Background: an optimization exercise with open tools, aiming at a short achievable clock period and few clock cycles per item. Do not read the settings as production practice. The clock input has no modelled driver; a real chip could not lean on it and would need a root buffer or a full tree. Power and IR drop assume default switching activity.

// uiFDMA
module uiFDMA#
(
parameter  integer         M_AXI_ID_WIDTH			= 3		    ,
parameter  integer         M_AXI_ID			        = 0		    ,
parameter  integer         M_AXI_ADDR_WIDTH			= 32		,
parameter  integer         M_AXI_DATA_WIDTH			= 128		,
parameter  integer		  M_AXI_MAX_BURST_LEN       = 64
)
(
input   wire [M_AXI_ADDR_WIDTH-1 : 0]      fdma_waddr          ,
input                                      fdma_wareq          ,
input   wire [15 : 0]                      fdma_wsize          ,
output                                     fdma_wbusy          ,
input   wire [M_AXI_DATA_WIDTH-1 :0]       fdma_wdata		   ,
output  wire                               fdma_wvalid         ,
input	wire                               fdma_wready		   ,
input   wire [M_AXI_ADDR_WIDTH-1 : 0]      fdma_raddr          ,
input                                      fdma_rareq          ,
input   wire [15 : 0]                      fdma_rsize          ,
output                                     fdma_rbusy          ,
output  wire [M_AXI_DATA_WIDTH-1 :0]       fdma_rdata		   ,
output  wire                               fdma_rvalid         ,
input	wire                               fdma_rready		   ,
input 	wire  								M_AXI_ACLK			,
input 	wire  								M_AXI_ARESETN		,
output 	wire [M_AXI_ID_WIDTH-1 : 0]		    M_AXI_AWID			,
output 	wire [M_AXI_ADDR_WIDTH-1 : 0] 	    M_AXI_AWADDR		,
output 	wire [7 : 0]						M_AXI_AWLEN			,
output 	wire [2 : 0] 						M_AXI_AWSIZE		,
output 	wire [1 : 0] 						M_AXI_AWBURST		,
output 	wire  								M_AXI_AWLOCK		,
output 	wire [3 : 0] 						M_AXI_AWCACHE		,
output 	wire [2 : 0] 						M_AXI_AWPROT		,
output 	wire [3 : 0] 						M_AXI_AWQOS			,
output 	wire  								M_AXI_AWVALID		,
input	wire  								M_AXI_AWREADY		,
output  wire [M_AXI_ID_WIDTH-1 : 0] 		M_AXI_WID			,
output  wire [M_AXI_DATA_WIDTH-1 : 0] 	    M_AXI_WDATA			,
output  wire [M_AXI_DATA_WIDTH/8-1 : 0] 	M_AXI_WSTRB			,
output  wire  								M_AXI_WLAST			,
output  wire  								M_AXI_WVALID		,
input   wire  								M_AXI_WREADY		,
input   wire [M_AXI_ID_WIDTH-1 : 0] 		M_AXI_BID			,
input   wire [1 : 0] 						M_AXI_BRESP			,
input   wire  								M_AXI_BVALID		,
output  wire  								M_AXI_BREADY		,
output  wire [M_AXI_ID_WIDTH-1 : 0] 		M_AXI_ARID			,
output  wire [M_AXI_ADDR_WIDTH-1 : 0] 	    M_AXI_ARADDR		,
output  wire [7 : 0] 						M_AXI_ARLEN			,
output  wire [2 : 0] 						M_AXI_ARSIZE		,
output  wire [1 : 0] 						M_AXI_ARBURST		,
output  wire  								M_AXI_ARLOCK		,
output  wire [3 : 0] 						M_AXI_ARCACHE		,
output  wire [2 : 0] 						M_AXI_ARPROT		,
output  wire [3 : 0] 						M_AXI_ARQOS			,
output  wire  								M_AXI_ARVALID		,
input   wire  								M_AXI_ARREADY		,
input   wire [M_AXI_ID_WIDTH-1 : 0] 		M_AXI_RID			,
input   wire [M_AXI_DATA_WIDTH-1 : 0] 	    M_AXI_RDATA			,
input   wire [1 : 0] 						M_AXI_RRESP			,
input   wire  								M_AXI_RLAST			,
input   wire  								M_AXI_RVALID		,
output  wire  								M_AXI_RREADY
	);
Size in the first run: roughly 3700 cells after synthesis, about 1300 flip-flops, ~780 I/O pins.
==> module uiFDMA_bgen, before the edit <==
module uiFDMA_bgen (
    input  wire        clk,
    input  wire        rstn,
    input  wire        start,
    input  wire [31:0] start_addr,
    input  wire [15:0] start_size,
    input  wire        ready,
    output reg         valid,
    output reg  [31:0] addr,
    output reg  [7:0]  len
);
    reg  [31:0] a_q;        
    reg  [10:0] a_lo1;      
    reg         a_cy;       
    reg  [21:0] a_inc;      
    reg  [9:0]  nfull;      
    reg  [9:0]  nf_m1;      
    reg         nf_nz;      
    reg         part;       
    reg         full_q;     
    reg  [5:0]  lm1;        
    reg  [2:0]  seq;        
    reg         idle;       
    wire [5:0]  s_lm1  = start_size[5:0] - 6'd1;
    wire        s_full = |start_size[15:6];
    wire        seq2   = (seq == 3'd2);
    wire        seq4   = (seq == 3'd4);
    always @(posedge clk) begin
        a_lo1 <= a_q[20:10] + 11'd1;
        a_cy  <= &a_q[20:10];
        a_inc <= {a_q[31:21] + {10'd0, a_cy}, a_lo1};
        nf_m1 <= nfull - 10'd1;
        nf_nz <= |nfull;
        if (!rstn) begin
            a_q    <= 32'd0;
            nfull  <= 10'd0;
            part   <= 1'b0;
            full_q <= 1'b0;
            lm1    <= 6'd0;
            seq    <= 3'd0;
        end else if (start) begin
            a_q    <= start_addr;
            nfull  <= start_size[15:6];
            part   <= |start_size[5:0];
            full_q <= s_full;
            lm1    <= s_lm1;
            seq    <= 3'd0;
        end else if (~idle & ready) begin
            seq    <= 3'd1;
        end else if (seq != 3'd0) begin
            seq    <= seq4 ? 3'd0 : seq + 3'd1;
            if (seq2) begin
                a_q[31:10] <= a_inc;
                if (nf_nz) nfull <= nf_m1;
                else part <= 1'b0;
            end
            if (seq4) full_q <= nf_nz;
        end
        valid <= rstn & (start | (~idle & ~ready) | (seq4 & (nf_nz | part)));
        idle  <= ~(rstn & (start | (~idle & ~ready) | (seq4 & (nf_nz | part))));
        addr  <= start ? start_addr : {(seq2 ? a_inc : a_q[31:10]), a_q[9:0]};
        len   <= {2'b00, start ? (s_lm1 | {6{s_full}}) : (lm1 | {6{seq4 ? nf_nz : full_q}})};
    end
endmodule
export LEC_CHECK = 0
export ABC_CLOCK_PERIOD_IN_PS = 1500
export CAP_MARGIN = 20
export CORE_AREA = 10 10 290 290
export DIE_AREA = 0 0 300 300
export SETUP_SLACK_MARGIN = 1.6
export SLEW_MARGIN = 20
create_clock -name core_clock -period 3.3 [get_ports {M_AXI_ACLK}]
standard.sh (not shown) runs the stock make flow with config.mk's settings and CLKGATE_MAP_FILE= SYNTH_SCRIPT=/design/flow/synth_recipe.tcl, a recipe that flattens the netlist after the stock synthesis.
==> flow/flow/run.sh <==
#!/bin/bash
# The standard ORFS layout (the standard.sh) with these changes to how the
# layout is made:
#  - buffer_ports inserts plain buf_4 port buffers instead of the library's
#    smallest buffer (a delay cell);
#  - flow/io.tcl (ORFS's PRE_IO_PLACEMENT_TCL hook) asks the pin placer to keep
#    the pins of each port-to-port path next to each other;
#  - the clock tree is built by flow/my_cts.tcl (ORFS's PRE_CTS_TCL hook, it
#    stands in for TritonCTS): a balanced two-stage tree of clkbuf_16
#    buffers, MY_CTS_ROOTS roots fed by the clock port, each driving leaf
#    buffers that serve compact groups of at most MY_CTS_LEAF flip-flops;
#  - after the last timing repair, flow/fanout_fix.tcl (ORFS's
#    POST_GLOBAL_ROUTE_TCL hook) connects the gate of each port-to-port path
#    straight to its input port's buffer and reroutes those pins.
# Everything else (synthesis, floorplan, power grid, placement, timing repair,
# routing) is the standard flow. The make log goes to standard_flow.log and
# each ORFS step keeps its own log under orfs/logs.
set -euo pipefail
here=$(pwd)
export PRE_IO_PLACEMENT_TCL="$here/flow/io.tcl"
export PRE_CTS_TCL="$here/flow/my_cts.tcl"
export POST_GLOBAL_ROUTE_TCL="$here/flow/fanout_fix.tcl"
export MY_CTS_LEAF=24
export MY_CTS_ROOTS=4
bash standard.sh "BUFFER_PORTS_ARGS=-buffer_cell sky130_fd_sc_hd__buf_4" \
    "PRE_IO_PLACEMENT_TCL=$here/flow/io.tcl" "PRE_CTS_TCL=$here/flow/my_cts.tcl" \
    "POST_GLOBAL_ROUTE_TCL=$here/flow/fanout_fix.tcl" \
    finish > standard_flow.log 2>&1
Other scripts of this flow, unchanged in this note and not shown: flow/flow/fanout_fix.tcl, flow/flow/io.tcl, flow/flow/my_cts.tcl
The baseline passed the timing, DRC and antenna checks.
Rerun with:
--- a/flow/design.v
+++ b/flow/design.v
@@ -19,14 +19,14 @@
     reg         nf_nz;      
     reg         part;       
     reg         full_q;     
     reg  [5:0]  lm1;        
-    reg  [2:0]  seq;        
+    reg  [4:1]  seq;        
     reg         idle;       
     wire [5:0]  s_lm1  = start_size[5:0] - 6'd1;
     wire        s_full = |start_size[15:6];
-    wire        seq2   = (seq == 3'd2);
-    wire        seq4   = (seq == 3'd4);
+    wire        seq2   = seq[2];
+    wire        seq4   = seq[4];
     always @(posedge clk) begin
         a_lo1 <= a_q[20:10] + 11'd1;
         a_cy  <= &a_q[20:10];
         a_inc <= {a_q[31:21] + {10'd0, a_cy}, a_lo1};
@@ -37,20 +37,20 @@
             nfull  <= 10'd0;
             part   <= 1'b0;
             full_q <= 1'b0;
             lm1    <= 6'd0;
-            seq    <= 3'd0;
+            seq    <= 4'd0;
         end else if (start) begin
             a_q    <= start_addr;
             nfull  <= start_size[15:6];
             part   <= |start_size[5:0];
             full_q <= s_full;
             lm1    <= s_lm1;
-            seq    <= 3'd0;
+            seq    <= 4'd0;
         end else if (~idle & ready) begin
-            seq    <= 3'd1;
-        end else if (seq != 3'd0) begin
-            seq    <= seq4 ? 3'd0 : seq + 3'd1;
+            seq    <= 4'd1;
+        end else begin
+            seq    <= {seq[3:1], 1'b0};
             if (seq2) begin
                 a_q[31:10] <= a_inc;
                 if (nf_nz) nfull <= nf_m1;
                 else part <= 1'b0;
Outcome:
- area after synthesis drops by 1.9%
- combinational power came out higher by about 1%
- setup slack is better by 0.033 ns
- clock power climbs by about 0.6%
- cell area falls by 1.4%
No functional check of the RTL was part of any run of this note. In every run of this note, the design's own scripts or RTL, not TritonCTS, make the clock network.

port drivers added, routing unchanged:
In the flow no input, the clock included, has a driving cell. The finished layouts below were timed again as built, in two steps.
Step 1: set_driving_cell puts a clkbuf_16 on M_AXI_ACLK and a buf_2 on each other input, an assumption about the parent block.
Step 2 moves the port delays by t, midway between the first and last clock arrival at a register: inputs arrive t later, outputs are due t later. That takes back most of the time a late clock gives input paths.
a / b / c = ideal ports / drivers / drivers and shift; a / b = the first two.
run | shift t [ns] | setup WS [ns] | worst data-port slew with drivers (ns)
the first run | 0.603 | 1.527 / 1.434 / 1.185 | 0.19
the second run | 0.607 | 1.559 / 1.456 / 1.059 | 0.21
After both steps every run listed still meets setup and hold. The setup slack of the second run, which loses most, moves by -0.103 ns with the drivers and by -0.500 ns with both steps.
